Context: an optimization exercise on an open-source flow, tuned for small area. The choices shown serve that exercise and are no tape-out recipe.
Where RTL was checked, it was by simulation tests only, not by an equivalence proof against the original.
The RTL of runs 4 and 5 was laid out without a check of its function.
Power figures rest on the tool's default switching activity, not on a simulated workload.

File: flow/config.mk
export PLATFORM = sky130hd
export DESIGN_NAME = Matrix_Calculator
export DESIGN_NICKNAME = Matrix_Calculator
export VERILOG_FILES = /design/flow/design.v
export SDC_FILE = /design/flow/constraint.sdc
export NUM_CORES = 4
export LEC_CHECK = 0
export CAP_MARGIN = 20
export CORE_MARGIN = 2
export CORE_UTILIZATION = 45
export PLACE_DENSITY = 0.6
export SLEW_MARGIN = 20
export SYNTH_HIERARCHICAL = 1
export SYNTH_MINIMUM_KEEP_SIZE = 0
File: flow/constraint.sdc
create_clock -name core_clock -period 10.0 [get_ports {clk}]
set_input_delay 2.0000 -clock core_clock [delete_from_list [all_inputs] [get_ports {clk}]]
set_output_delay 2.0000 -clock core_clock [all_outputs]
set_load 0.01 [all_outputs]
File: flow/design.v
`default_nettype none
`default_nettype none
`default_nettype none
`default_nettype none
module Matrix_Calculator
    (input logic [7:0] data_in,
     input logic enter, sw,
     input logic [1:0] operation,
     input logic clk, rst,
     output logic [4:0] data_out,
     output logic finish, error,
     output logic [3:0] index);
    logic enter_d, sw_d;
    logic enter_pulse, switch_pulse;
    logic [4:0] c;
    logic done;
    logic accept, second;     
    logic [3:0] low_nib;
    logic [1:0] op;
    logic invalid, step, rot_a, rot_b;
    always_ff @(posedge clk) begin
        enter_d <= enter;
        sw_d <= sw;
        low_nib <= data_in[3:0];
    end
    assign enter_pulse = enter & ~enter_d;
    assign switch_pulse = sw & ~sw_d;
    assign accept = enter_pulse & ~done & ~rst;
    always_ff @(posedge clk) begin
        second <= accept;
        if (accept)
            op <= operation;
    end
    assign invalid = ~op[1] & op[0];
    assign finish = done & ~invalid;
    assign error = invalid & (done | (second & (&c[3:0])));
    assign step = finish & switch_pulse;
    always_ff @(posedge clk) begin
        if (rst) begin
            c <= 5'd0;
            done <= 1'b0;
        end else begin
            if ((second & ~done) | step)
                c[3:0] <= c[3:0] + 4'd1;
            if (step & (&c[3:0]))
                c[4] <= ~c[4];
            if (second & (&c[3:0]))
                done <= 1'b1;
        end
    end
    assign index = done ? c[4:1] : 4'd0;
    assign rot_b = step & c[0];
    assign rot_a = rot_b & c[1] & c[2];
    logic [7:0] pa [0:3];     
    logic [7:0] qa [0:3];     
    logic en_pa, en_qa;
    assign en_pa = (accept & ~c[3] & ~c[0]) | rot_a;
    assign en_qa = (accept & ~c[3] & c[0]) | rot_a;
    always_ff @(posedge clk) begin
        if (en_pa) begin
            pa[0] <= done ? pa[3] : data_in;
            pa[1] <= pa[0];
            pa[2] <= pa[1];
            pa[3] <= pa[2];
        end
        if (en_qa) begin
            qa[0] <= done ? qa[3] : data_in;
            qa[1] <= qa[0];
            qa[2] <= qa[1];
            qa[3] <= qa[2];
        end
    end
    logic [3:0] rb [0:3][0:3];
    logic [3:0] nib_in;
    assign nib_in = second ? low_nib : data_in[7:4];
    genvar gk;
    generate
        for (gk = 0; gk < 4; gk++) begin : brow
            logic en;
            assign en = ((accept | second) & c[3] & (c[2:1] == gk)) | rot_b;
            always_ff @(posedge clk) begin
                if (en) begin
                    rb[gk][0] <= done ? rb[gk][3] : nib_in;
                    rb[gk][1] <= rb[gk][0];
                    rb[gk][2] <= rb[gk][1];
                    rb[gk][3] <= rb[gk][2];
                end
            end
        end
    endgenerate
    logic [3:0] ak [0:3];
    logic [3:0] bk [0:3];
    assign ak[0] = pa[3][7:4];
    assign ak[1] = pa[3][3:0];
    assign ak[2] = qa[3][7:4];
    assign ak[3] = qa[3][3:0];
    assign bk[0] = rb[0][3];
    assign bk[1] = rb[1][3];
    assign bk[2] = rb[2][3];
    assign bk[3] = rb[3][3];
    logic [9:0] prod;
    logic pp1;
    logic pp2;
    logic pp3;
    logic pp4;
    logic pp5;
    logic pp6;
    logic pp7;
    logic pp8;
    logic pp9;
    logic pp10;
    logic pp11;
    logic pp12;
    logic pp13;
    logic pp14;
    logic pp15;
    logic pp16;
    logic pp17;
    logic pp18;
    logic pp19;
    logic pp20;
    logic pp21;
    logic pp22;
    logic pp23;
    logic pp24;
    logic pp25;
    logic pp26;
    logic pp27;
    logic pp28;
    logic pp29;
    logic pp30;
    logic pp31;
    logic pp32;
    logic pp33;
    logic pp34;
    logic pp35;
    logic pp36;
    logic pp37;
    logic pp38;
    logic pp39;
    logic pp40;
    logic pp41;
    logic pp42;
    logic pp43;
    logic pp44;
    logic pp45;
    logic pp46;
    logic pp47;
    logic pp48;
    logic pp49;
    logic pp50;
    logic pp51;
    logic pp52;
    logic pp53;
    logic pp54;
    logic pp55;
    logic pp56;
    logic pp57;
    logic pp58;
    logic pp59;
    logic pp60;
    logic pp61;
    logic pp62;
    logic pp63;
    logic pp64;
    logic s65;
    logic c66;
    logic s67;
    logic c68;
    logic s69;
    logic c70;
    logic s71;
    logic c72;
    logic s73;
    logic c74;
    logic s75;
    logic c76;
    logic s77;
    logic c78;
    logic s79;
    logic c80;
    logic s81;
    logic c82;
    logic s83;
    logic c84;
    logic s85;
    logic c86;
    logic s87;
    logic c88;
    logic s89;
    logic c90;
    logic s91;
    logic c92;
    logic s93;
    logic c94;
    logic s95;
    logic c96;
    logic s97;
    logic c98;
    logic s99;
    logic c100;
    logic s101;
    logic c102;
    logic s103;
    logic c104;
    logic s105;
    logic c106;
    logic s107;
    logic c108;
    logic s109;
    logic c110;
    logic s111;
    logic c112;
    logic s113;
    logic c114;
    logic s115;
    logic c116;
    logic s117;
    logic c118;
    logic s119;
    logic c120;
    logic s121;
    logic c122;
    logic s123;
    logic c124;
    logic s125;
    logic c126;
    logic s127;
    logic c128;
    logic s129;
    logic c130;
    logic s131;
    logic c132;
    logic s133;
    logic c134;
    logic s135;
    logic c136;
    logic s137;
    logic c138;
    logic s139;
    logic c140;
    logic s141;
    logic c142;
    logic s143;
    logic c144;
    logic s145;
    logic c146;
    logic s147;
    logic c148;
    logic s149;
    logic c150;
    logic s151;
    logic c152;
    logic s153;
    logic c154;
    logic s155;
    logic c156;
    logic s157;
    logic c158;
    logic s159;
    logic c160;
    logic s161;
    logic c162;
    logic s163;
    logic c164;
    logic s165;
    logic c166;
    logic s167;
    logic c168;
    logic s169;
    logic c170;
    logic s171;
    logic c172;
    logic s173;
    logic c174;
    logic s175;
    logic c176;
    logic s177;
    logic c178;
    logic s179;
    logic c180;
    logic s181;
    logic c182;
    logic s183;
    logic c184;
    assign pp1 = ~(ak[0][0] & bk[0][0]);
    assign pp2 = ~(ak[0][0] & bk[0][1]);
    assign pp3 = ~(ak[0][0] & bk[0][2]);
    assign pp4 = ~(ak[0][0] & bk[0][3]);
    assign pp5 = ~(ak[0][1] & bk[0][0]);
    assign pp6 = ~(ak[0][1] & bk[0][1]);
    assign pp7 = ~(ak[0][1] & bk[0][2]);
    assign pp8 = ~(ak[0][1] & bk[0][3]);
    assign pp9 = ~(ak[0][2] & bk[0][0]);
    assign pp10 = ~(ak[0][2] & bk[0][1]);
    assign pp11 = ~(ak[0][2] & bk[0][2]);
    assign pp12 = ~(ak[0][2] & bk[0][3]);
    assign pp13 = ~(ak[0][3] & bk[0][0]);
    assign pp14 = ~(ak[0][3] & bk[0][1]);
    assign pp15 = ~(ak[0][3] & bk[0][2]);
    assign pp16 = ~(ak[0][3] & bk[0][3]);
    assign pp17 = ~(ak[1][0] & bk[1][0]);
    assign pp18 = ~(ak[1][0] & bk[1][1]);
    assign pp19 = ~(ak[1][0] & bk[1][2]);
    assign pp20 = ~(ak[1][0] & bk[1][3]);
    assign pp21 = ~(ak[1][1] & bk[1][0]);
    assign pp22 = ~(ak[1][1] & bk[1][1]);
    assign pp23 = ~(ak[1][1] & bk[1][2]);
    assign pp24 = ~(ak[1][1] & bk[1][3]);
    assign pp25 = ~(ak[1][2] & bk[1][0]);
    assign pp26 = ~(ak[1][2] & bk[1][1]);
    assign pp27 = ~(ak[1][2] & bk[1][2]);
    assign pp28 = ~(ak[1][2] & bk[1][3]);
    assign pp29 = ~(ak[1][3] & bk[1][0]);
    assign pp30 = ~(ak[1][3] & bk[1][1]);
    assign pp31 = ~(ak[1][3] & bk[1][2]);
    assign pp32 = ~(ak[1][3] & bk[1][3]);
    assign pp33 = ~(ak[2][0] & bk[2][0]);
    assign pp34 = ~(ak[2][0] & bk[2][1]);
    assign pp35 = ~(ak[2][0] & bk[2][2]);
    assign pp36 = ~(ak[2][0] & bk[2][3]);
    assign pp37 = ~(ak[2][1] & bk[2][0]);
    assign pp38 = ~(ak[2][1] & bk[2][1]);
    assign pp39 = ~(ak[2][1] & bk[2][2]);
    assign pp40 = ~(ak[2][1] & bk[2][3]);
    assign pp41 = ~(ak[2][2] & bk[2][0]);
    assign pp42 = ~(ak[2][2] & bk[2][1]);
    assign pp43 = ~(ak[2][2] & bk[2][2]);
    assign pp44 = ~(ak[2][2] & bk[2][3]);
    assign pp45 = ~(ak[2][3] & bk[2][0]);
    assign pp46 = ~(ak[2][3] & bk[2][1]);
    assign pp47 = ~(ak[2][3] & bk[2][2]);
    assign pp48 = ~(ak[2][3] & bk[2][3]);
    assign pp49 = ~(ak[3][0] & bk[3][0]);
    assign pp50 = ~(ak[3][0] & bk[3][1]);
    assign pp51 = ~(ak[3][0] & bk[3][2]);
    assign pp52 = ~(ak[3][0] & bk[3][3]);
    assign pp53 = ~(ak[3][1] & bk[3][0]);
    assign pp54 = ~(ak[3][1] & bk[3][1]);
    assign pp55 = ~(ak[3][1] & bk[3][2]);
    assign pp56 = ~(ak[3][1] & bk[3][3]);
    assign pp57 = ~(ak[3][2] & bk[3][0]);
    assign pp58 = ~(ak[3][2] & bk[3][1]);
    assign pp59 = ~(ak[3][2] & bk[3][2]);
    assign pp60 = ~(ak[3][2] & bk[3][3]);
    assign pp61 = ~(ak[3][3] & bk[3][0]);
    assign pp62 = ~(ak[3][3] & bk[3][1]);
    assign pp63 = ~(ak[3][3] & bk[3][2]);
    assign pp64 = ~(ak[3][3] & bk[3][3]);
    FullAdder fa66 (.a(pp1), .b(pp17), .c(pp33), .s(s65), .co(c66));
    InvHalfAdder ha68 (.a(pp49), .b(s65), .s(s67), .co(c68));
    FullAdder fa70 (.a(pp2), .b(pp5), .c(pp18), .s(s69), .co(c70));
    FullAdder fa72 (.a(pp21), .b(pp34), .c(pp37), .s(s71), .co(c72));
    FullAdder fa74 (.a(pp50), .b(pp53), .c(c66), .s(s73), .co(c74));
    FullAdder fa76 (.a(s69), .b(s71), .c(c68), .s(s75), .co(c76));
    InvHalfAdder ha78 (.a(s73), .b(s75), .s(s77), .co(c78));
    FullAdder fa80 (.a(pp3), .b(pp6), .c(pp9), .s(s79), .co(c80));
    FullAdder fa82 (.a(pp19), .b(pp22), .c(pp25), .s(s81), .co(c82));
    FullAdder fa84 (.a(pp35), .b(pp38), .c(pp41), .s(s83), .co(c84));
    FullAdder fa86 (.a(pp51), .b(pp54), .c(pp57), .s(s85), .co(c86));
    FullAdder fa88 (.a(c70), .b(c72), .c(s79), .s(s87), .co(c88));
    FullAdder fa90 (.a(s81), .b(s83), .c(s85), .s(s89), .co(c90));
    FullAdder fa92 (.a(c74), .b(s87), .c(s89), .s(s91), .co(c92));
    FullAdder fa94 (.a(c76), .b(c78), .c(s91), .s(s93), .co(c94));
    FullAdder fa96 (.a(pp4), .b(pp7), .c(pp10), .s(s95), .co(c96));
    FullAdder fa98 (.a(pp13), .b(pp20), .c(pp23), .s(s97), .co(c98));
    FullAdder fa100 (.a(pp26), .b(pp29), .c(pp36), .s(s99), .co(c100));
    FullAdder fa102 (.a(pp39), .b(pp42), .c(pp45), .s(s101), .co(c102));
    FullAdder fa104 (.a(pp52), .b(pp55), .c(pp58), .s(s103), .co(c104));
    FullAdder fa106 (.a(pp61), .b(c80), .c(c82), .s(s105), .co(c106));
    FullAdder fa108 (.a(c84), .b(c86), .c(s95), .s(s107), .co(c108));
    FullAdder fa110 (.a(s97), .b(s99), .c(s101), .s(s109), .co(c110));
    FullAdder fa112 (.a(s103), .b(c88), .c(c90), .s(s111), .co(c112));
    FullAdder fa114 (.a(s105), .b(s107), .c(s109), .s(s113), .co(c114));
    FullAdder fa116 (.a(c92), .b(s111), .c(s113), .s(s115), .co(c116));
    InvHalfAdder ha118 (.a(c94), .b(s115), .s(s117), .co(c118));
    FullAdder fa120 (.a(pp8), .b(pp11), .c(pp14), .s(s119), .co(c120));
    FullAdder fa122 (.a(pp24), .b(pp27), .c(pp30), .s(s121), .co(c122));
    FullAdder fa124 (.a(pp40), .b(pp43), .c(pp46), .s(s123), .co(c124));
    FullAdder fa126 (.a(pp56), .b(pp59), .c(pp62), .s(s125), .co(c126));
    FullAdder fa128 (.a(c96), .b(c98), .c(c100), .s(s127), .co(c128));
    FullAdder fa130 (.a(c102), .b(c104), .c(s119), .s(s129), .co(c130));
    FullAdder fa132 (.a(s121), .b(s123), .c(s125), .s(s131), .co(c132));
    FullAdder fa134 (.a(c106), .b(c108), .c(c110), .s(s133), .co(c134));
    FullAdder fa136 (.a(s127), .b(s129), .c(s131), .s(s135), .co(c136));
    FullAdder fa138 (.a(c112), .b(c114), .c(s133), .s(s137), .co(c138));
    FullAdder fa140 (.a(s135), .b(c116), .c(s137), .s(s139), .co(c140));
    InvHalfAdder ha142 (.a(c118), .b(s139), .s(s141), .co(c142));
    FullAdder fa144 (.a(pp12), .b(pp15), .c(pp28), .s(s143), .co(c144));
    FullAdder fa146 (.a(pp31), .b(pp44), .c(pp47), .s(s145), .co(c146));
    FullAdder fa148 (.a(pp60), .b(pp63), .c(c120), .s(s147), .co(c148));
    FullAdder fa150 (.a(c122), .b(c124), .c(c126), .s(s149), .co(c150));
    FullAdder fa152 (.a(s143), .b(s145), .c(c128), .s(s151), .co(c152));
    FullAdder fa154 (.a(c130), .b(c132), .c(s147), .s(s153), .co(c154));
    FullAdder fa156 (.a(s149), .b(c134), .c(c136), .s(s155), .co(c156));
    FullAdder fa158 (.a(s151), .b(s153), .c(c138), .s(s157), .co(c158));
    FullAdder fa160 (.a(s155), .b(c140), .c(s157), .s(s159), .co(c160));
    InvHalfAdder ha162 (.a(c142), .b(s159), .s(s161), .co(c162));
    FullAdder fa164 (.a(pp16), .b(pp32), .c(pp48), .s(s163), .co(c164));
    FullAdder fa166 (.a(pp64), .b(c144), .c(c146), .s(s165), .co(c166));
    FullAdder fa168 (.a(s163), .b(c148), .c(c150), .s(s167), .co(c168));
    FullAdder fa170 (.a(s165), .b(c152), .c(c154), .s(s169), .co(c170));
    FullAdder fa172 (.a(s167), .b(c156), .c(s169), .s(s171), .co(c172));
    FullAdder fa174 (.a(c158), .b(s171), .c(c160), .s(s173), .co(c174));
    InvHalfAdder ha176 (.a(c162), .b(s173), .s(s175), .co(c176));
    FullAdder fa178 (.a(c164), .b(c166), .c(c168), .s(s177), .co(c178));
    FullAdder fa180 (.a(c170), .b(s177), .c(c172), .s(s179), .co(c180));
    FullAdder fa182 (.a(s179), .b(c174), .c(c176), .s(s181), .co(c182));
    FullAdder fa184 (.a(c178), .b(c180), .c(c182), .s(s183), .co(c184));
    assign prod = {~c184, ~s183, ~s181, ~s175, ~s161, ~s141, ~s117, ~s93, ~s77, ~s67};
    logic [3:0] aij, bij;
    assign aij = ak[c[2:1]];
    assign bij = bk[c[4:3]];
    logic [4:0] sum;
    assign sum = op[0] ? {1'b0, aij} - {1'b0, bij} : {1'b0, aij} + {1'b0, bij};
    always_comb begin
        if (op[1])
            data_out = c[0] ? sum : 5'd0;
        else
            data_out = c[0] ? prod[4:0] : prod[9:5];
    end
endmodule
module FullAdder (input logic a, b, c, output logic s, co);
    assign s = a ^ b ^ c;
    assign co = (a & b) | (a & c) | (b & c);
endmodule
module InvHalfAdder (input logic a, b, output logic s, co);
    Xnor2 x (.a(a), .b(b), .y(s));
    assign co = a | b;
endmodule
module Xnor2 (input logic a, b, output logic y);
    assign y = ~(a ^ b);
endmodule
File: flow/flow/run.sh
#!/bin/bash
# The standard layout, with smaller port buffers and a clock tree without
# dummy loads. Each tool's full output goes to the ORFS logs under orfs/logs;
# make's own output goes to make.log here.
set -euo pipefail
cd "$(dirname "$0")/.."
bash standard.sh \
  "BUFFER_PORTS_ARGS=-buffer_cell sky130_fd_sc_hd__buf_1" \
  "CTS_ARGS=-sink_clustering_enable -repair_clock_nets -dont_use_dummy_load -buf_list sky130_fd_sc_hd__clkbuf_8 -sink_clustering_size 20 -sink_clustering_max_diameter 80" \
  finish > make.log 2>&1
File: flow/standard.sh
#!/bin/bash
# synth_recipe.tcl (not shown) runs the flow's synth.tcl, then flattens the netlist and writes it again
# the make line also repeats each setting of config.mk as NAME=value (left out here)
make -C /OpenROAD-flow-scripts/flow DESIGN_CONFIG=/design/flow/config.mk WORK_HOME=/design/flow/orfs CLKGATE_MAP_FILE= SYNTH_SCRIPT=/design/flow/synth_recipe.tcl "${@:-finish}"
==> metrics list, run 1 <==
* Status: timing/DRC/antenna clean
- The Yosys step of the flow raised 12 warnings.
* Clock transition at the register clock pins on the worst setup and hold paths after CTS: 0.08 ns
- For this run, the detailed router's first-pass iteration total came to 7.
- #FFs+latches synth: 143
* Port bufs: 24
* Remaining routing DRC violations: 0
* Clock network fraction of design power: 0.308
- CTS root buffer: sky130_fd_sc_hd__clkbuf_8
* Kind of launch point of the worst setup path: flop
- Startpoint of the lowest-slack register-to-register path: done
* Worst hold slack: 0.398 ns
* Slew margin rel.: 0.408
- The worst setup path is captured at a primary output.
* Total Power: 1.06 mW
* Setup slack after placement: 2.50 ns
* Final cycle utilization of the critical path: 0.798
- After technology mapping, the gate count stands at 458.
- The number of setup buffers added after CTS is 0.
* Data required time of the worst path: 8.00 ns
- Hold Path Origin: rb[14][2]
- Avg Synthesized Cell Area: 14.7 um^2
- In the final layout, the share of cells above drive strength 1 is 0.0732.
* Post-route non-filler standard cell count: 676
- The die is 126 um wide.
- After the first detailed-routing iteration, the DRC count stood at 311.
* Routed Wire Length: 13.5 mm
* Clock tree from TritonCTS: done
* Max rail drop VDD: 0.111 mV
* Number of H-tree levels: 4
* Top-area cell type share of the netlist area: 0.578
- Count of antenna-violating nets left after detailed routing: 0
- Maximum Capacitance Violations: 0
* Detail Placement HPWL: 9.45 mm
- Overall overflow remaining after global route: 0
- In this run the worst setup path begins at pa[3][4].
* Hold Crit Depth: 0
- The share of the Yosys chip area taken by registers is 0.617.
- Footprint of the multi-input gates: 2460 um^2
* Dominant register cell in the synthesized netlist: sky130_fd_sc_hd__edfxtp_1
- Die outline area: 16,000 um^2
- Most used standard cell by instance count after synthesis: sky130_fd_sc_hd__edfxtp_1
- Counting I/O delays and the setup requirement, the final critical path takes 7.98 ns.
* Post-Route Skew: 0.0459 ns
- Depth of the worst register-to-register path: 7
- Vias per inst: 5.35
- Vias in the first global route: 3,840
- Internal power comes to 837 uW.
- Including well taps, the total number of placed cells is 659.
- Power density over cell area: 146 nW/um^2
* Die boundary height: 126 um
- The synthesized design contains 130 enable-type register cells.
* Total placed instance area: 7070 um^2
- Detailed routing inserted a total of 3,616 vias.
- Top fanout value on the critical path: 6
- Area of the mapped netlist: 6750 um^2
- Post-synthesis cell type with the largest combined area: sky130_fd_sc_hd__edfxtp_1
* Number of inserted diodes: 0
- Final nets: 567
- Total Negative Setup Slacks: 0 ns
* Largest net degree at the start of global routing: 55
- Area added between synthesis and finish: 8.19%
* Routed wire length per instance: 20.0 um
* Overall global routing resource usage: 0.183
- Arr. time, crit path: 5.98 ns
- Clock latency on the worst-skew pair, taken at its later pin, is 0.46 ns.
- Antenna violations before repair: 0
* Quantity of gates resized following cts: 0
* Worst slew pin tran: 0.883 ns
* RSZ-0062 raised after global routing: no
- Area of the core: 14,600 um^2
* TritonCTS buffer count: 17
- For this design, the CTS-stage hold fixing added 0 buffers.
* P_sw: 227 uW
* IO Pins: 25
* Reported leakage power: 2.43 nW
- Final Max Slew Viols: 0
- Fin worst setup slack: 2.02 ns
* Wire length of the first global-routing pass: 21.4 mm
- Timing would allow up to 0.125 GHz.
- Class of the most critical setup path: reg2out
- Measured on the finished design, the core utilization comes to 0.501.
* Number of hold-slack violations in the final timing report: 0
* Asr flop ratio synth: 0
- By count the netlist is led by sky130_fd_sc_hd__edfxtp_1 (130), sky130_fd_sc_hd__nand2_1 (108), sky130_fd_sc_hd__fa_1 (55).
- Sink Count: 143
- Switching Share: 0.213
* Combinational share of power: 0.072
* Maximum clock insertion buffer count: 2
- The share of total power dissipated in sequential elements is 0.620.
* Fin area: 7300 um^2
* Post-synthesis cell type count: 38
- The floorplan has 44 rows.
- Setup violations remaining at the end of the flow were counted as 0.
- Flip-flop and latch area: 4160 um^2
* Initial standard-cell utilization of the core: 0.463
- Net count of the mapped netlist: 531
- Path class of the lowest-slack min-delay path: reg2reg
- At the end of routability-driven placement, the weighted congestion stood at 0.862.
- By area the synthesized netlist is led by sky130_fd_sc_hd__edfxtp_1 (58%), sky130_fd_sc_hd__fa_1 (16%), sky130_fd_sc_hd__nand2_1 (6.0%).
- Filler cell count in the final layout: 1,228
area by class of cell:
type	count	share of cell area
clock buffers	17	0.0320
inverters	20	0.0103
multi-input cells	282	0.338
flip-flops and latches	143	0.570
well taps	184	0.0315
repair buffers	30	0.0185
flip-flops by register name (all words and copies together), names as in the netlist:
signal	cells
low_nib	4
op	2
rb	64
pa	32
enter_d	1
done	1
second	1
qa	32
c	5
sw_d	1
worst paths after layout:
path	slack (ns)	endpoint
max	2.02	data_out[3]
min	0.40	rb[15][2]
max reg2reg	7.40	rb[8][0]
min reg2reg	0.40	rb[15][2]
per-module statistics from Yosys, one instance, submodules excluded:
module | flops+latches | times used | cell area, um^2
FullAdder | 0 | 54 | 20.0
InvHalfAdder | 0 | 6 | 6.26
Xnor2 | 0 | 6 | 8.76
Matrix_Calculator | 143 | 1 | 5580
placed cells by master, fill, tap and decap left out, types with 9 or more instances in the layout:
cell type                  count
sky130_fd_sc_hd__a21oi_1      17
sky130_fd_sc_hd__buf_1        24
sky130_fd_sc_hd__nor2_1       10
sky130_fd_sc_hd__inv_1        20
sky130_fd_sc_hd__fa_1         55
sky130_fd_sc_hd__edfxtp_1    130
sky130_fd_sc_hd__clkbuf_8     17
sky130_fd_sc_hd__xnor2_1      10
sky130_fd_sc_hd__nand2b_1      9
sky130_fd_sc_hd__nand2_1     108
sky130_fd_sc_hd__dfxtp_1      13
critical path, cell delays in order, from the launching register on:
cell,delay [ns]
sky130_fd_sc_hd__edfxtp_1,0.50
sky130_fd_sc_hd__nand2_1,0.12
sky130_fd_sc_hd__fa_1,0.62
sky130_fd_sc_hd__fa_1,0.46
sky130_fd_sc_hd__fa_1,0.43
sky130_fd_sc_hd__fa_1,0.48
sky130_fd_sc_hd__fa_1,0.41
sky130_fd_sc_hd__fa_1,0.42
sky130_fd_sc_hd__fa_1,0.48
sky130_fd_sc_hd__or2_1,0.26
sky130_fd_sc_hd__fa_1,0.38
sky130_fd_sc_hd__fa_1,0.45
sky130_fd_sc_hd__nor3_1,0.18
sky130_fd_sc_hd__nor2_1,0.07
sky130_fd_sc_hd__o21ai_0,0.08
sky130_fd_sc_hd__buf_1,0.17
layer usage:
metal	wire length (um)	track usage	vias up
met4	317	0.0911	0
met5	0	0	-
met2	6450	0.270	86
met1	6200	0.256	1868
li1	-	-	1643
met3	562	0.0443	19
power by group through the flow:
| stage | Clock (mW) | Combinational, mW | Sequential (mW) |
|---|---|---|---|
| after floorplan | 0 | 0.0561 | 0.669 |
| after detailed placement | 0 | 0.0780 | 0.672 |
| after global routing | 0.360 | 0.0867 | 0.660 |
| after CTS | 0.339 | 0.0782 | 0.660 |
| after global placement | 0 | 0.0763 | 0.672 |
| final | 0.327 | 0.0770 | 0.660 |
kinds of logic after synthesis:
family / share of synthesized area
DFF: 0.617
xor gates and xnor gates: 0.0221
AOI/OAI and AO/OA: 0.0360
and+or+nand+nor: 0.100
adders and majority gates: 0.171
buffers and inverters: 0.0196
muxes: 0.0347
==> run 2: changes to the inputs <==
--- a/flow/config.mk
+++ b/flow/config.mk
@@ -7,8 +7,8 @@
 export LEC_CHECK = 0
 export CAP_MARGIN = 20
 export CORE_MARGIN = 2
-export CORE_UTILIZATION = 45
-export PLACE_DENSITY = 0.6
+export CORE_UTILIZATION = 70
+export PLACE_DENSITY = 0.8
 export SLEW_MARGIN = 20
 export SYNTH_HIERARCHICAL = 1
 export SYNTH_MINIMUM_KEEP_SIZE = 0
==> metrics list, run 2 <==
* Top cells by count, synth: sky130_fd_sc_hd__edfxtp_1 (130), sky130_fd_sc_hd__nand2_1 (108), sky130_fd_sc_hd__fa_1 (55)
- Area added between synthesis and finish: 7.17%
- Summed over all instances, the cell type with the most area after synthesis is sky130_fd_sc_hd__edfxtp_1.
- For this run, the total global-route usage over all layers was measured as 0.290.
* Number of inserted diodes: 0
- Area of the mapped netlist: 6750 um^2
- The smallest clock period supported by the final layout is computed as 7.97 ns.
- Leaving out fill and tap cells, the most frequent cell in the layout is sky130_fd_sc_hd__edfxtp_1.
- Max rail drop VDD: 0.130 mV
- Data required time of the worst path: 8.00 ns
* Fraction of final layout cells sized beyond drive strength 1: 0.0732
- The floorplan step defined a die boundary enclosing 10,400 um^2.
- In this run, post-CTS hold repair placed 0 buffers.
- Number of synthesis warnings: 12
- Path class of the lowest-slack min-delay path: reg2reg
* Number of hold-slack violations in the final timing report: 0
* Final nets: 567
* Top-area cell type share of the netlist area: 0.578
- Count of antenna-violating nets left after detailed routing: 0
- Setup slack after placement: 2.51 ns
- Remaining routing DRC violations: 0
- sky130_fd_sc_hd__edfxtp_1 is the most common cell in the netlist.
* TritonCTS buffer count: 17
- The first global-routing pass estimated 21.1 mm of wire.
- The initial utilization of the core area, before any placement, comes to 0.727.
* Avg Synthesized Cell Area: 14.7 um^2
* IO Pins: 25
* Post-CTS Setup Bufs: 0
- Post-synthesis cell type count: 38
- Top fanout value on the critical path: 6
- In this run the clock root is driven by a sky130_fd_sc_hd__clkbuf_8.
* RSZ-0062 raised after global routing: no
- Detail Placement HPWL: 9.30 mm
- Overall overflow remaining after global route: 0
* Commonest non-fill, non-tap cells in the layout: sky130_fd_sc_hd__edfxtp_1 (130), sky130_fd_sc_hd__nand2_1 (108), sky130_fd_sc_hd__fa_1 (55)
- In the routed layout, each cell is associated on average with a via count of 6.12.
- Post-synth EDFFs: 130
- Final Max Slew Viols: 0
- In the final timing run, aggregate negative setup slack is 0 ns.
* Synthesized instance count: 458
- Number of design-rule violations left by the first detailed-router iteration: 426
* Vias after detailed routing: 3,799
- Kind of launch point of the worst setup path: flop
- After detailed routing, the average wire length per cell comes to 21.4 um.
* Class of the most critical setup path: reg2out
- Post-CTS repair changed the size of 0 cells.
- Most flop-heavy register: rb
- Number of H-tree levels: 4
- Data on the critical path arrives at its endpoint at 5.97 ns.
* Total Power: 1.06 mW
* Port bufs: 24
- The initial antenna violation count was 0.
- In the synthesized netlist the async set-or-reset flop fraction comes to 0.
- Worst slew pin tran: 0.889 ns
- Area of the core: 9280 um^2
- Entering global routing, the biggest net connects 55 pins.
- For this run, the register share of the synthesized area comes to 0.617.
- Post-Route Skew: 0.0223 ns
- TritonCTS built the clock tree.
* Routed Wire Length: 13.3 mm
* Die outline width: 102 um
- Setup violations remaining at the end of the flow were counted as 0.
* Status: timing/DRC/antenna clean
* Maximum clock insertion buffer count: 2
- Sink Count: 143
* Die boundary height: 102 um
- Std cell rows: 35
- Flip-flop count of the largest register, all copies and words added: 64
* Max Freq: 0.126 GHz
- Reported leakage power: 2.43 nW
* Fin worst setup slack: 2.03 ns
* Detailed Routing Iterations Pass 1: 14
- The most used flip-flop cell after synthesis is sky130_fd_sc_hd__edfxtp_1.
- Clk Latency, worst-skew pair: 0.44 ns
- The largest registers in the layout are rb x64, pa x32, qa x32.
- Placer congestion estimate: 0.919
* Power density over cell area: 147 nW/um^2
- Sorting the synthesized cells by area gives the leading types as sky130_fd_sc_hd__edfxtp_1 (58%), sky130_fd_sc_hd__fa_1 (16%), sky130_fd_sc_hd__nand2_1 (6.0%).
- Critical path endpoint category: primary output
- Dividing the final minimum period by the clock period gives 0.797.
- The tool flagged a number of max-cap violations equal to 0.
- After synthesis the netlist holds a flip-flop and latch count of 143.
- Clock-pin slew was measured on the worst setup and hold paths at 0.09 ns.
- Slew margin rel.: 0.404
- Net count of the mapped netlist: 531
* Core occupancy in the finished layout: 0.779
* Vias in the first global route: 3,965
==> run 2: cell counts after synthesis <==
No cell type changed its count.
==> run 2: path summary, 6_finish.rpt <==
| check | from | cells after the start | slack (ns) | end |
|---|---|---|---|---|
| hold reg to reg | pa[1][2] | 0 | 0.42 | pa[2][2] |
| hold / removal | pa[1][2] | 0 | 0.42 | pa[2][2] |
| setup reg to reg | done | 7 | 7.43 | rb[10][2] |
| setup / recovery | qa[3][2] | 15 | 2.03 | data_out[3] |
==> run 2: per-module statistics from Yosys, one instance, submodules excluded <==
module | cell area, um^2 | cells
Xnor2 | 8.76 | 1
Matrix_Calculator | 5580 | 392
InvHalfAdder | 6.26 | 1
FullAdder | 20.0 | 1
==> run 2: through the flow <==
stage / hold slack, ns / instances / instance area (um^2)
final: 0.415 / 621 / 7230
after global placement: 0.401 / 604 / 7000
after global routing: 0.422 / 621 / 7230
after CTS: 0.414 / 621 / 7230
after floorplan: 0.400 / 458 / 6750
after detailed placement: 0.405 / 604 / 7000
==> run 2: logic make-up (layout without fill, tap and decap cells) <==
logic type	after synthesis	in the layout	share of synthesized area
DFF	143	143	0.617
muxes	13	13	0.0347
and+or+nand+nor	154	154	0.100
AOI/OAI and AO/OA	39	39	0.0360
xor gates and xnor gates	17	17	0.0221
adders and majority gates	59	59	0.171
buffers and inverters	33	67	0.0196
==> run 2: critical path: stages (launching register included) <==
cell                       delay [ns]
sky130_fd_sc_hd__edfxtp_1        0.58
sky130_fd_sc_hd__nand2_1         0.15
sky130_fd_sc_hd__fa_1            0.54
sky130_fd_sc_hd__fa_1            0.43
sky130_fd_sc_hd__fa_1            0.42
sky130_fd_sc_hd__fa_1            0.46
sky130_fd_sc_hd__fa_1            0.42
sky130_fd_sc_hd__fa_1            0.43
sky130_fd_sc_hd__fa_1            0.47
sky130_fd_sc_hd__or2_1           0.25
sky130_fd_sc_hd__fa_1            0.40
sky130_fd_sc_hd__fa_1            0.45
sky130_fd_sc_hd__nor3_1          0.21
sky130_fd_sc_hd__nor2_1          0.07
sky130_fd_sc_hd__o21ai_0         0.07
sky130_fd_sc_hd__buf_1           0.16
==> run 2: report_power, final <==
part           switching (mW)  total, mW  internal, mW  leakage, nW
clock network           0.174      0.324         0.150        0.122
logic                  0.0434     0.0783        0.0349         1.03
registers             0.00599      0.660         0.654         1.28
total                   0.224       1.06         0.838         2.43
==> run 2: metal layers <==
layer / up-vias / routed length (um) / track usage
met2: 229 / 6380 / 0.450
met4: 0 / 470 / 0.120
met5: - / 0 / 0
met1: 1869 / 5230 / 0.393
li1: 1649 / - / -
met3: 52 / 1240 / 0.0896
==> run 2: final cells by class <==
cell class                 instances  area, um^2
tap                              129         161
clock buffer                      17         234
inverter                          20        75.1
fill                             547        2050
multi-input combinational        282        2460
sequential                       143        4160
timing repair buffer              30         135
==> run 3: changes to the inputs <==
==> flow/run.sh (new file) <==
#!/bin/bash
# synth_recipe.tcl (not shown) runs the flow's synth.tcl, then flattens the netlist and writes it again
# the make line also repeats each setting of config.mk as NAME=value (left out here)
make -C /OpenROAD-flow-scripts/flow DESIGN_CONFIG=/design/flow/config.mk WORK_HOME=/design/flow/orfs CLKGATE_MAP_FILE= SYNTH_SCRIPT=/design/flow/synth_recipe.tcl finish
--- a/flow/config.mk
+++ b/flow/config.mk
@@ -7,8 +7,8 @@
 export LEC_CHECK = 0
 export CAP_MARGIN = 20
 export CORE_MARGIN = 2
-export CORE_UTILIZATION = 70
-export PLACE_DENSITY = 0.8
+export CORE_UTILIZATION = 45
+export PLACE_DENSITY = 0.6
 export SLEW_MARGIN = 20
 export SYNTH_HIERARCHICAL = 1
 export SYNTH_MINIMUM_KEEP_SIZE = 0
removed: flow/flow/run.sh
removed: flow/standard.sh
==> metrics list, run 3 <==
* Maximum Capacitance Violations: 0
- Walking the worst path, the cells encountered are nand2_1, fa_1, fa_1, fa_1, fa_1, fa_1, fa_1, fa_1, or2_1, fa_1, fa_1, nor3_1, nor2_1, o21ai_0, clkdlybuf4s50_1.
- Regs by FF count: rb x64, pa x32, qa x32
* Number of failing setup endpoints in the final timing report: 0
- Maximum clock insertion buffer count: 2
- In this run the horizontal extent of the chip is 126 um.
- Net count of the mapped netlist: 531
- Clock transition at the register clock pins on the worst setup and hold paths after CTS: 0.06 ns
- Worst Hold End: pa[1][7]
- In the post-synthesis netlist, the cell with the most instances is sky130_fd_sc_hd__edfxtp_1.
- Summing all placed instances gives a cell area of 7220 um^2.
- The region available for standard cell placement spans 14,600 um^2.
- 0 antenna diodes ended up in the layout.
- In this run the number of H-tree levels came out at 4.
- The congestion estimate from routability-driven global placement came to 0.865.
* Path class of the lowest-slack min-delay path: reg2reg
- Asr flop ratio synth: 0
- Routed length on met3: 937 um
* Setup slack after placement: 2.14 ns
* Top fanout value on the critical path: 6
- The run finished with no timing, DRC or antenna violations.
* Largest net degree at the start of global routing: 55
- Clock skew on the completed layout was measured at 0.0154 ns.
* Detailed Routing Iterations Pass 1: 4
- Worst hold slack: 0.412 ns
- Data on the critical path arrives at its endpoint at 6.30 ns.
* IO Pins: 25
- #FFs+latches synth: 143
- Avg Synthesized Cell Area: 14.7 um^2
- Overall global routing resource usage: 0.190
- CTS root buffer: sky130_fd_sc_hd__clkbuf_16
- Kind of launch point of the worst setup path: flop
- In this run the remaining antenna-violating nets after routing total 0.
- Summed over all layers, the global routing overflow is 0.
- Dominant register cell in the synthesized netlist: sky130_fd_sc_hd__edfxtp_1
- The first global-routing pass estimated 22.1 mm of wire.
- The floorplan has 44 rows.
- The worst hold path passes through 0 cells.
- Worst slew pin tran: 0.961 ns
- Met2 WL: 6.54 mm
- Area of the mapped netlist: 6750 um^2
- Class of the most critical setup path: reg2out
* Buf+Inv Stages, Crit Path: 1
- Critical path origin: pa[3][7]
- CP delay by family, top: adder cells
- In this run the most critical hold path is launched from pa[0][7].
* Die outline area: 16,000 um^2
- Clk Latency, worst-skew pair: 0.43 ns
* Flip-flop count of the largest register, all copies and words added: 64
* TritonCTS buffer count: 17
* Most flop-heavy register: rb
- Startpoint of the lowest-slack register-to-register path: done
- Summed over all nets, the half-perimeter wirelength after detailed placement is 9.61 mm.
- In the synthesized netlist, the number of instances is 458.
- Slowest cell on the critical path: sky130_fd_sc_hd__fa_1
- Commonest non-fill, non-tap cells in the layout: sky130_fd_sc_hd__edfxtp_1 (130), sky130_fd_sc_hd__nand2_1 (108), sky130_fd_sc_hd__fa_1 (55)
- End of the worst register-to-register path: rb[8][1]
- Quantity of gates resized following cts: 0
- Post-synth EDFFs: 130
- In the synthesized netlist, the cells that appear most often are sky130_fd_sc_hd__edfxtp_1 (130), sky130_fd_sc_hd__nand2_1 (108), sky130_fd_sc_hd__fa_1 (55).
* Post-synthesis cell type count: 38
* Critical path endpoint category: primary output
- Routed Wire Length: 14.0 mm
- The detailed router put a total of 6.03 mm of wire on met1.
* Remaining routing DRC violations: 0
- In this run, post-CTS hold repair placed 0 buffers.
* Sequential fraction of the synthesis area: 0.617
- Number of design-rule violations left by the first detailed-router iteration: 314
- Setup repair after global routing left no endpoint under its margin.
- Counting cells, the worst reg-to-reg path comes to 7.
* Max Freq: 0.120 GHz
- Final cycle utilization of the critical path: 0.830
- After layout, the worst setup slack is 1.70 ns.
- Total Power: 1.34 mW
- Die boundary height: 126 um
* Number of hold-slack violations in the final timing report: 0
- Total placed cells including tap cells: 659
* Fin area: 7760 um^2
- Power density over cell area: 172 nW/um^2
* Crit path top cell by count: sky130_fd_sc_hd__fa_1
- By area the synthesized netlist is led by sky130_fd_sc_hd__edfxtp_1 (58%), sky130_fd_sc_hd__fa_1 (16%), sky130_fd_sc_hd__nand2_1 (6.0%).
- Vias in the first global route: 3,931
* Data required time of the worst path: 8.00 ns
- Port bufs: 24
- Post-CTS Setup Bufs: 0
- The multi-input combinational cells in the finished layout cover a total of 2460 um^2.
- Leaving out filler cells and counting taps, the final layout contains 689.
- Tmin final: 8.30 ns
* Number of synthesis warnings: 12
* Sink Count: 143
- The worst register-to-register path has a setup slack of 7.42 ns.
- TritonCTS built the clock tree.
* Most common cell after layout, fill and taps aside: sky130_fd_sc_hd__edfxtp_1
- The worst-case IR drop observed on VDD is 0.125 mV.
* Filler cell count in the final layout: 1,169
* Crit path depth: 15
- Of the post-synthesis cell area, the dominant cell type holds 0.578.
- The analysis attributes to cell leakage a power of 2.63 nW.
- At the end of the flow the core is filled with cells to 0.532.
- The worst pin sits at a relative slew slack of 0.356.
- Maximum cell stage delay along the critical path: 0.57 ns
* Antenna violations before repair: 0
- In the routed layout, each cell is associated on average with a via count of 5.36.
* Vias after detailed routing: 3,691
- Flip-flop and latch area: 4160 um^2
- The final layout contains 567 nets.
- Initial standard-cell utilization of the core: 0.463
- Post-synthesis cell type with the largest combined area: sky130_fd_sc_hd__edfxtp_1
- Summed over all failing endpoints, the final setup total negative slack is 0 ns.
- The highest layer touched by signal routing is met4.
- After detailed routing, the average wire length per cell comes to 20.3 um.
- Final Max Slew Viols: 0
- The area growth from synthesis to layout is 14.9%.
* Fraction of final layout cells sized beyond drive strength 1: 0.0812
==> run 3: worst max path at each step <==
stage | to | slack, ns
global route | data_out[3] | 1.49
CTS | data_out[3] | 1.68
finish | data_out[3] | 1.70
detailed placement | data_out[3] | 2.14
global placement | data_out[3] | 2.15
floorplan | data_out[3] | 2.97
==> run 3: per-module statistics from Yosys (local to each module, per instance) <==
module | flip-flops and latches | cells | copies in the design
Matrix_Calculator | 143 | 392 | 1
InvHalfAdder | 0 | 1 | 6
Xnor2 | 0 | 1 | 6
FullAdder | 0 | 1 | 54
==> run 3: worst register-to-register path, cell delays in order, from the launching register on <==
cell                      delay [ns]
sky130_fd_sc_hd__dfxtp_1        0.31
sky130_fd_sc_hd__buf_4          0.44
sky130_fd_sc_hd__nor4b_1        0.13
sky130_fd_sc_hd__buf_4          0.19
sky130_fd_sc_hd__o21ai_0        0.50
sky130_fd_sc_hd__nor2_1         0.08
sky130_fd_sc_hd__nand2_1        0.08
sky130_fd_sc_hd__nand2_1        0.43
==> run 3: layout make-up <==
type                       count  area share
multi-input combinational    282       0.318
sequential                   143       0.537
clock buffer                  22      0.0573
timing repair buffer          30      0.0368
tap                          184      0.0297
clock inverter                 8      0.0119
inverter                      20     0.00968
==> run 3: cell families (layout without fill, tap and decap cells) <==
logic type,count (synthesis),after routing,synth area share
AOI/OAI and AO/OA,39,39,0.0360
xor gates and xnor gates,17,17,0.0221
adders and majority gates,59,59,0.171
buffers and inverters,33,80,0.0196
DFF,143,143,0.617
muxes,13,13,0.0347
and+or+nand+nor,154,154,0.100
==> run 3: per-layer routing <==
metal | track usage | up-vias
met2 | 0.292 | 138
met5 | 0 | -
met3 | 0.0569 | 33
met1 | 0.250 | 1863
li1 | - | 1657
met4 | 0.0944 | 0
==> run 3: report_power, final <==
part | total, mW | internal (mW) | switching, mW
logic | 0.0859 | 0.0436 | 0.0423
registers | 0.660 | 0.654 | 0.00602
clock network | 0.589 | 0.361 | 0.228
total | 1.34 | 1.06 | 0.277
==> run 4: changes to the inputs <==
--- a/flow/design.v
+++ b/flow/design.v
@@ -12,12 +12,12 @@
      output logic [3:0] index);
     logic enter_d, sw_d;
     logic enter_pulse, switch_pulse;
-    logic [4:0] c;
-    logic done;
+    logic [4:0] count;        
     logic accept, second;     
     logic [3:0] low_nib;
     logic [1:0] op;
-    logic invalid, step, rot_a, rot_b;
+    logic [4:0] n;            
+    logic rot_a, rot_b;
     always_ff @(posedge clk) begin
         enter_d <= enter;
         sw_d <= sw;
@@ -25,46 +25,43 @@
     end
     assign enter_pulse = enter & ~enter_d;
     assign switch_pulse = sw & ~sw_d;
-    assign accept = enter_pulse & ~done & ~rst;
+    assign accept = enter_pulse & ~count[4] & ~rst;
     always_ff @(posedge clk) begin
         second <= accept;
         if (accept)
             op <= operation;
     end
-    assign invalid = ~op[1] & op[0];
-    assign finish = done & ~invalid;
-    assign error = invalid & (done | (second & (&c[3:0])));
-    assign step = finish & switch_pulse;
     always_ff @(posedge clk) begin
-        if (rst) begin
-            c <= 5'd0;
-            done <= 1'b0;
-        end else begin
-            if ((second & ~done) | step)
-                c[3:0] <= c[3:0] + 4'd1;
-            if (step & (&c[3:0]))
-                c[4] <= ~c[4];
-            if (second & (&c[3:0]))
-                done <= 1'b1;
-        end
+        if (rst)
+            count <= 5'd0;
+        else if (second)
+            count <= count + 5'd1;
+    end
+    assign error = ~op[1] & op[0] & (count[4] | (second & (&count[3:0])));
+    assign finish = count[4] & ~(~op[1] & op[0]);
+    always_ff @(posedge clk) begin
+        if (rst)
+            n <= 5'd0;
+        else if (finish & switch_pulse)
+            n <= n + 5'd1;
     end
-    assign index = done ? c[4:1] : 4'd0;
-    assign rot_b = step & c[0];
-    assign rot_a = rot_b & c[1] & c[2];
+    assign index = n[4:1];
+    assign rot_b = finish & switch_pulse & n[0];
+    assign rot_a = rot_b & n[1] & n[2];
     logic [7:0] pa [0:3];     
     logic [7:0] qa [0:3];     
     logic en_pa, en_qa;
-    assign en_pa = (accept & ~c[3] & ~c[0]) | rot_a;
-    assign en_qa = (accept & ~c[3] & c[0]) | rot_a;
+    assign en_pa = (accept & ~count[3] & ~count[0]) | rot_a;
+    assign en_qa = (accept & ~count[3] & count[0]) | rot_a;
     always_ff @(posedge clk) begin
         if (en_pa) begin
-            pa[0] <= done ? pa[3] : data_in;
+            pa[0] <= count[4] ? pa[3] : data_in;
             pa[1] <= pa[0];
             pa[2] <= pa[1];
             pa[3] <= pa[2];
         end
         if (en_qa) begin
-            qa[0] <= done ? qa[3] : data_in;
+            qa[0] <= count[4] ? qa[3] : data_in;
             qa[1] <= qa[0];
             qa[2] <= qa[1];
             qa[3] <= qa[2];
@@ -77,10 +74,10 @@
     generate
         for (gk = 0; gk < 4; gk++) begin : brow
             logic en;
-            assign en = ((accept | second) & c[3] & (c[2:1] == gk)) | rot_b;
+            assign en = ((accept | second) & count[3] & (count[2:1] == gk)) | rot_b;
             always_ff @(posedge clk) begin
                 if (en) begin
-                    rb[gk][0] <= done ? rb[gk][3] : nib_in;
+                    rb[gk][0] <= count[4] ? rb[gk][3] : nib_in;
                     rb[gk][1] <= rb[gk][0];
                     rb[gk][2] <= rb[gk][1];
                     rb[gk][3] <= rb[gk][2];
@@ -409,15 +406,15 @@
     FullAdder fa184 (.a(c178), .b(c180), .c(c182), .s(s183), .co(c184));
     assign prod = {~c184, ~s183, ~s181, ~s175, ~s161, ~s141, ~s117, ~s93, ~s77, ~s67};
     logic [3:0] aij, bij;
-    assign aij = ak[c[2:1]];
-    assign bij = bk[c[4:3]];
+    assign aij = ak[n[2:1]];
+    assign bij = bk[n[4:3]];
     logic [4:0] sum;
     assign sum = op[0] ? {1'b0, aij} - {1'b0, bij} : {1'b0, aij} + {1'b0, bij};
     always_comb begin
         if (op[1])
-            data_out = c[0] ? sum : 5'd0;
+            data_out = n[0] ? sum : 5'd0;
         else
-            data_out = c[0] ? prod[4:0] : prod[9:5];
+            data_out = n[0] ? prod[4:0] : prod[9:5];
     end
 endmodule
 module FullAdder (input logic a, b, c, output logic s, co);
--- a/flow/config.mk
+++ b/flow/config.mk
@@ -8,6 +8,7 @@
 export CAP_MARGIN = 20
 export CORE_MARGIN = 2
 export CORE_UTILIZATION = 45
+export CTS_BUF_LIST = sky130_fd_sc_hd__clkbuf_4 sky130_fd_sc_hd__clkbuf_8
 export PLACE_DENSITY = 0.6
 export SLEW_MARGIN = 20
 export SYNTH_HIERARCHICAL = 1
==> metrics list, run 4 <==
- TritonCTS buffer count: 17
- Detailed placement finished with a half-perimeter wire length of 10.1 mm.
- Routed Wire Length: 14.0 mm
- Yosys attributes the largest share of cell area to sky130_fd_sc_hd__edfxtp_1 (57%), sky130_fd_sc_hd__fa_1 (16%), sky130_fd_sc_hd__nand2_1 (6.3%).
* Sink Count: 147
- Static timing analysis puts the maximum clock frequency at 0.119 GHz.
- Of the cells placed in the final design, the portion with a size suffix greater than 1 is 0.0973.
- VDD sags by at most 0.114 mV.
- In this run, synthesis inferred 130 flip-flops with an integrated enable.
- Buffers placed on the I/O ports in this run total 24.
- Arr. time, crit path: 6.41 ns
- Detailed Routing Iterations Pass 1: 5
* Kind of launch point of the worst setup path: flop
- Global routing finished with a remaining overflow of 0.
* Avg Synthesized Cell Area: 14.7 um^2
- Antenna violations before repair: 0
* Most flop-heavy register: rb
* Vias in the first global route: 3,776
- Synthesis inferred 147 register bits.
- In this run the power density over the cells is 158 nW/um^2.
* Top-area cell type share of the netlist area: 0.569
* Area added between synthesis and finish: 12.3%
- After clock tree synthesis, the flow added hold-fix buffers numbering 0.
- After clock tree synthesis, the clock-pin slew on the worst setup and hold paths is 0.09 ns.
- The total area inside the core boundary comes to 15,000 um^2.
* Class of the most critical setup path: reg2out
- Once the clock tree was built, the setup fixing pass inserted 0 buffers.
- Post-synthesis cell type with the largest combined area: sky130_fd_sc_hd__edfxtp_1
- The count of final hold-check violations is 0.
* Critical path endpoint category: primary output
- Switching Share: 0.234
* Data required time of the worst path: 8.00 ns
- Counting flops with an async set or reset pin after synthesis yields a share of 0.
- Top cells by count, synth: sky130_fd_sc_hd__edfxtp_1 (130), sky130_fd_sc_hd__nand2_1 (115), sky130_fd_sc_hd__fa_1 (55)
- For the worst-skew pair, the clock arrives at the later sink with an insertion delay of 0.45 ns.
* Area of the mapped netlist: 6860 um^2
* Count of antenna-violating nets left after detailed routing: 0
* Status: timing/DRC/antenna clean
* Regs by FF count: rb x64, pa x32, qa x32
- Measured along the x axis, the die boundary spans 127 um.
- The first global-routing pass estimated 22.1 mm of wire.
- Across all register-to-register paths, the minimum setup slack is 7.32 ns.
- In the routed design, unresolved DRC markers number 0.
- Setup repair after global routing left no endpoint under its margin.
* Vias after detailed routing: 3,668
* Number of H-tree levels: 4
* Post-synthesis cell type count: 40
* IO Pins: 25
* Maximum clock insertion buffer count: 2
* Synthesized instance count: 468
* Flip-flop count of the largest register, all copies and words added: 64
- Clock network fraction of design power: 0.377
- TritonCTS built the clock tree.
- Final Max Slew Viols: 0
* Largest net degree at the start of global routing: 40
- The repair_antennas step left the layout with diodes totalling 0.
* Total Negative Setup Slacks: 0 ns
- Total Power: 1.21 mW
- Across the routed clock network, the largest skew measured is 0.0120 ns.
- The number of nets in the synthesized netlist is 542.
* Number of failing setup endpoints in the final timing report: 0
- Number of design-rule violations left by the first detailed-router iteration: 304
* Initial standard-cell utilization of the core: 0.456
- Routed wire length per instance: 20.0 um
* Placer congestion estimate: 0.905
- Std cell rows: 45
* Most common cell after layout, fill and taps aside: sky130_fd_sc_hd__edfxtp_1
* Final nets: 575
- After clock tree synthesis, the repair step resized 0 gates.
- Die outline area: 16,300 um^2
- Internal power comes to 930 uW.
- In this run the worst path has a maximum fanout of 6.
- Subtracting the final worst setup slack from the clock period gives 8.41 ns.
- The most used flip-flop cell after synthesis is sky130_fd_sc_hd__edfxtp_1.
* Part of the power in registers: 0.555
* Vias per inst: 5.23
- Commonest non-fill, non-tap cells in the layout: sky130_fd_sc_hd__edfxtp_1 (130), sky130_fd_sc_hd__nand2_1 (115), sky130_fd_sc_hd__fa_1 (55)
- For the pin with the worst max-slew slack, the measured transition is 0.883 ns.
* Sequential fraction of the synthesis area: 0.619
- Most used standard cell by instance count after synthesis: sky130_fd_sc_hd__edfxtp_1
* Slew margin rel.: 0.403
- Number of synthesis warnings: 12
* Path class of the lowest-slack min-delay path: reg2reg
- Across the run, the number of max-cap violations was 0.
- The tree is rooted in a sky130_fd_sc_hd__clkbuf_8.
- Combinational share of power: 0.068
- P_sw: 284 uW
* Die boundary height: 127 um
* Overall global routing resource usage: 0.190
- Reported leakage power: 2.61 nW
- Final cycle utilization of the critical path: 0.841
run 4: cell types whose count changed after synthesis, moves of 4 or more:
cell / delta
sky130_fd_sc_hd__nand2_1: +7
sky130_fd_sc_hd__nand2b_1: -5
sky130_fd_sc_hd__buf_4: +4
sky130_fd_sc_hd__clkbuf_1: -4
sky130_fd_sc_hd__dfxtp_1: +4
run 4: path summary, 6_finish.rpt:
check | depth (start not counted) | from | to
setup / recovery | 15 | rb[7][3] | data_out[3]
hold / removal | 0 | rb[12][1] | rb[13][1]
setup reg to reg | 5 | count[4] | rb[12][1]
hold reg to reg | 0 | rb[12][1] | rb[13][1]
run 4: critical path, cell delays in order, from the launching register on:
cell and delay (ns):
sky130_fd_sc_hd__edfxtp_1 0.59, sky130_fd_sc_hd__nand2_1 0.13, sky130_fd_sc_hd__fa_1 0.52, sky130_fd_sc_hd__fa_1 0.58, sky130_fd_sc_hd__fa_1 0.43, sky130_fd_sc_hd__fa_1 0.40, sky130_fd_sc_hd__fa_1 0.43, sky130_fd_sc_hd__fa_1 0.42
sky130_fd_sc_hd__fa_1 0.47, sky130_fd_sc_hd__or2_1 0.26, sky130_fd_sc_hd__fa_1 0.38, sky130_fd_sc_hd__fa_1 0.44, sky130_fd_sc_hd__nor3_1 0.19, sky130_fd_sc_hd__nor2_1 0.08, sky130_fd_sc_hd__o21ai_1 0.08, sky130_fd_sc_hd__clkdlybuf4s50_1 0.54
run 4: cells by family after synthesis:
kind of cell / count (synthesis) / synth area share
mux: 14 / 0.0356
fa+ha+maj: 60 / 0.170
simple gates: 151 / 0.0924
xor+xnor: 21 / 0.0268
compound gates: 39 / 0.0339
flops: 147 / 0.619
buf+inv: 36 / 0.0232
run 4: layout make-up:
cell class / count / area (um^2)
Inverter: 20 / 75.1
Timing Repair Buffer: 30 / 285
Fill cell: 1269 / 7330
Clock inverter: 13 / 139
Clock buffer: 19 / 262
Multi-Input combinational cell: 285 / 2470
Sequential cell: 147 / 4240
Tap cell: 188 / 235
run 4: power groups by stage:
stage                     clock, mW  sequential (mW)  combinational, mW
after floorplan                   0            0.686             0.0550
after global placement            0            0.688             0.0822
after detailed placement          0            0.688             0.0848
after CTS                     0.469            0.674             0.0850
after global routing          0.497            0.675             0.0935
final                         0.457            0.674             0.0827
run 4: through the flow:
stage	cells	utilization	hold slack, ns	worst slack, ns	area (um^2)
2_1_floorplan	468	-	0.400	2.97	6860
3_3_place_gp	670	0.486	0.401	2.14	7310
3_5_place_dp	670	0.486	0.405	2.05	7310
4_1_cts	702	0.513	0.422	1.54	7710
5_1_grt	702	0.513	0.420	1.35	7710
6_report	702	0.513	0.418	1.59	7710
run 4: modules after synthesis, one instance, submodules excluded:
| module | area (um^2) | copies in the design |
|---|---|---|
| Matrix_Calculator | 5690 | 1 |
| FullAdder | 20.0 | 54 |
| InvHalfAdder | 6.26 | 6 |
| Xnor2 | 8.76 | 6 |
run 4: layer usage:
layer  up-vias  part of all wire  track usage
li1       1682                 -            -
met2       107              0.47        0.277
met1      1867              0.47        0.284
met5         -                 0            0
met4         0             0.012       0.0646
met3        12             0.048       0.0427
==> run 5: changes to the inputs <==
--- a/flow/config.mk
+++ b/flow/config.mk
@@ -8,7 +8,6 @@
 export CAP_MARGIN = 20
 export CORE_MARGIN = 2
 export CORE_UTILIZATION = 45
-export CTS_BUF_LIST = sky130_fd_sc_hd__clkbuf_4 sky130_fd_sc_hd__clkbuf_8
 export PLACE_DENSITY = 0.6
 export SLEW_MARGIN = 20
 export SYNTH_HIERARCHICAL = 1
==> metrics list, run 5 <==
* Die outline width: 127 um
- Routed Wire Length: 14.1 mm
- In this run the worst path has a maximum fanout of 6.
- For the worst setup path, the data required time is 8.00 ns.
- After routing, the total negative slack on setup checks comes to 0 ns.
- The critical path is of the reg2out type.
- Vias after detailed routing: 3,723
- TritonCTS buffer count: 17
- Compared with the post-synthesis result, the final layout area differs by 15.1%.
* Die boundary height: 127 um
* Initial standard-cell utilization of the core: 0.456
- For the finished layout, the period the worst path requires is 8.36 ns.
* Max Freq: 0.120 GHz
- Dividing the final minimum period by the clock period gives 0.836.
- In the routed layout, each cell is associated on average with a via count of 5.30.
* RSZ-0062 raised after global routing: no
- Number of H-tree levels: 4
* Critical path endpoint category: primary output
- The number of pins with negative max-slew slack in the final report was 0.
* Kind of launch point of the worst setup path: flop
* Arr. time, crit path: 6.36 ns
- The first routing iteration left 345 violations.
- Port bufs: 24
* Count of antenna-violating nets left after detailed routing: 0
- For this run, the number of Yosys warnings is 12.
- For the pin with the worst max-slew slack, the measured transition is 0.867 ns.
- On the final layout, the worst clock skew is 0.0101 ns.
* Part of the power in registers: 0.487
- Cell-internal power: 1.08 mW
- More flip-flops sit in one register than any other, and that register is rb.
- Detailed placement ended at an HPWL of 10.1 mm.
* CTS root buffer: sky130_fd_sc_hd__clkbuf_16
- In the final layout, the registers with the most flip-flops are rb x64, pa x32, qa x32.
- Synthesized instance count: 468
* Number of inserted diodes: 0
- The die covers 16,300 um^2.
- For this run, design rule violations remaining after detail routing come to 0.
- Across all register-to-register paths, the minimum setup slack is 7.32 ns.
- The first global-routing pass estimated 22.1 mm of wire.
- Among all flip-flop cells after synthesis, the most frequent one is sky130_fd_sc_hd__edfxtp_1.
- Slowest cell on the critical path: sky130_fd_sc_hd__fa_1
- After filler insertion, the fill cell instance count of the layout stands at 1,239.
- Post-synthesis cell type with the largest combined area: sky130_fd_sc_hd__edfxtp_1
- Ranking of synthesized cells by area: sky130_fd_sc_hd__edfxtp_1 (57%), sky130_fd_sc_hd__fa_1 (16%), sky130_fd_sc_hd__nand2_1 (6.3%)
* Std cell rows: 45
- The signal on the critical path passes through nand2_1, fa_1, fa_1, fa_1, fa_1, fa_1, fa_1, fa_1, or2_1, fa_1, fa_1, nor3_1, nor2_1, o21ai_1, clkdlybuf4s50_1.
* CP delay by family, top: adder cells
- Entering global routing, the biggest net connects 40 pins.
- Combinational share of power: 0.060
- The tool flagged a number of max-cap violations equal to 0.
* Crit path top cell by count: sky130_fd_sc_hd__fa_1
- Total placed instance area: 7310 um^2
- The tree built by TritonCTS fans out to 147 sinks.
* Worst hold slack: 0.420 ns
- Synthesis produced a netlist with a net count of 542.
- Quantity of gates resized following cts: 0
- Top-area cell type share of the netlist area: 0.569
- For the worst-skew pair, the clock arrives at the later sink with an insertion delay of 0.43 ns.
* Fraction of final layout cells sized beyond drive strength 1: 0.0973
- In this run the cell area of the synthesized design comes to 6860 um^2.
- Detailed Routing Iterations Pass 1: 5
- Clock transition at the register clock pins on the worst setup and hold paths after CTS: 0.06 ns
- After global routing the overflow that remains totals 0.
* Asr flop ratio synth: 0
* P_sw: 309 uW
- Vias in the first global route: 3,784
- Flip-flop count of the largest register, all copies and words added: 64
- Power density over cell area: 175 nW/um^2
* Commonest non-fill, non-tap cells in the layout: sky130_fd_sc_hd__edfxtp_1 (130), sky130_fd_sc_hd__nand2_1 (115), sky130_fd_sc_hd__fa_1 (55)
* Clock network fraction of design power: 0.453
- Along the worst hold path, the cell count comes to 0.
* Flip-flop and latch area: 4240 um^2
* #FFs+latches synth: 147
* IO Pins: 25
- For this run, the register share of the synthesized area comes to 0.619.
- For this run, the total global-route usage over all layers was measured as 0.189.
- Dividing the detail-routed wire length by the instance count gives 20.1 um.
* Status: timing/DRC/antenna clean
* Antenna violations before repair: 0
- The commonest cells after synthesis are sky130_fd_sc_hd__edfxtp_1 (130), sky130_fd_sc_hd__nand2_1 (115), sky130_fd_sc_hd__fa_1 (55).
- Fin area: 7900 um^2
- For this design the static power due to leakage is 2.70 nW.
- Measured in cells, the most critical reg-to-reg path has a length of 5.
- The critical path crosses 15 cells after its start point.
- Buffers inserted to repair hold after CTS numbered 0.
- Post-synth EDFFs: 130
- Maximum cell stage delay along the critical path: 0.61 ns
- The number of buffers and inverters on the critical path is 1.
- Counting distinct cell types in the post-synthesis netlist gives 40.
* Number of failing setup endpoints in the final timing report: 0
- Avg Synthesized Cell Area: 14.7 um^2
- Area of the core: 15,000 um^2
* Footprint of the multi-input gates: 2470 um^2
- Among all cell types in the netlist, the one instantiated most often is sky130_fd_sc_hd__edfxtp_1.
- Number of hold-slack violations in the final timing report: 0
- Slew margin rel.: 0.414
* Final nets: 575
* Most common cell after layout, fill and taps aside: sky130_fd_sc_hd__edfxtp_1
* Switching Share: 0.223
- In this run the deepest clock path goes through 2 buffers.
* Clock tree from TritonCTS: done
- Placer congestion estimate: 0.905
- Max rail drop VDD: 0.147 mV
- Post-CTS Setup Bufs: 0
* Path class of the lowest-slack min-delay path: reg2reg
==> run 5: changes by cell type in the layout (fill, tap and decap cells not counted) <==
cell | before | now
sky130_fd_sc_hd__clkbuf_8 | 19 | 2
sky130_fd_sc_hd__clkbuf_16 | 0 | 17
==> run 5: final timing paths <==
path / to / start
max: data_out[3] / rb[3][3]
min: rb[6][1] / rb[5][1]
max reg2reg: rb[15][1] / count[4]
min reg2reg: rb[6][1] / rb[5][1]
==> run 5: final cells by class <==
cell class                      instances  area share
Sequential cell                       147       0.537
Multi-Input combinational cell        285       0.312
Clock buffer                           19      0.0574
Timing Repair Buffer                   30      0.0361
Tap cell                              188      0.0298
Clock inverter                         13      0.0176
Inverter                               20     0.00951
==> run 5: modules after synthesis, one instance, submodules excluded <==
| module | times used | cells inside | flip-flops and latches |
|---|---|---|---|
| FullAdder | 54 | 1 | 0 |
| InvHalfAdder | 6 | 1 | 0 |
| Matrix_Calculator | 1 | 402 | 147 |
| Xnor2 | 6 | 1 | 0 |
==> run 5: kinds of logic after synthesis <==
group | after synthesis | share of synthesized area
fa+ha+maj | 60 | 0.170
simple gates | 151 | 0.0924
xor+xnor | 21 | 0.0268
flops | 147 | 0.619
compound gates | 39 | 0.0339
buf+inv | 36 | 0.0232
mux | 14 | 0.0356
==> run 5: power groups by stage <==
stage                     registers [mW]  clock network (mW)  logic (mW)
after detailed placement           0.688                   0      0.0848
after floorplan                    0.686                   0      0.0550
after global routing               0.675               0.664      0.0934
final                              0.675               0.627      0.0825
after global placement             0.688                   0      0.0822
after CTS                          0.675               0.637      0.0849
==> run 5: worst reg2reg max path, delay by kind of cell (launching register included) <==
family                 cells  cell delay, ns
DFF                        1            0.31
AOI/OAI and AO/OA          1            0.26
and+or+nand+nor            3            1.47
buffers and inverters      1            0.27
==> run 5: routing by layer <==
metal	up-vias	routed length (um)	part of all wire	GRT usage
li1	1687	-	-	-
met1	1908	6610	0.47	0.286
met2	110	6620	0.47	0.276
met3	18	670	0.048	0.0389
met4	0	186	0.013	0.0646
met5	-	0	0	0
==> run 5: metrics by stage <==
stage          setup slack [ns]  total power, mW  cells   util
2_1_floorplan              2.97            0.741    468      -
3_3_place_gp               2.14            0.770    670  0.486
3_5_place_dp               2.05            0.773    670  0.486
4_1_cts                    1.59             1.40    702  0.525
5_1_grt                    1.41             1.43    702  0.525
6_report                   1.64             1.39    702  0.525

-- separate check: timing with driven ports --
In the flow no input, the clock included, has a driving cell. The finished layouts below were timed again as built, in two steps.
Step 1 assumes that a clkbuf_16 drives the clock port and a buf_2 every other input.
Step 2 moves the port delays by t, midway between the first and last clock arrival at a register: inputs arrive t later, outputs are due t later. That takes back most of the time a late clock gives input paths.
a / b / c = ideal ports / drivers / drivers and shift; a / b = the first two.
| run | t, ns | setup WS [ns] | slew at the worst register clock pin (ns) | worst data-port slew with drivers (ns) |
|---|---|---|---|---|
| run 1 | 0.473 | 2.024 / 1.988 / 2.461 | 0.08 / 0.08 | 0.03 |
| run 2 | 0.455 | 2.033 / 2.001 / 2.456 | 0.09 / 0.09 | 0.03 |
| run 3 | 0.460 | 1.695 / 1.653 / 2.113 | 0.06 / 0.06 | 0.04 |
| run 4 | 0.482 | 1.589 / 1.553 / 2.036 | 0.09 / 0.09 | 0.04 |
| run 5 | 0.465 | 1.643 / 1.601 / 2.066 | 0.07 / 0.07 | 0.04 |
After both steps setup and hold are still met in every run listed.
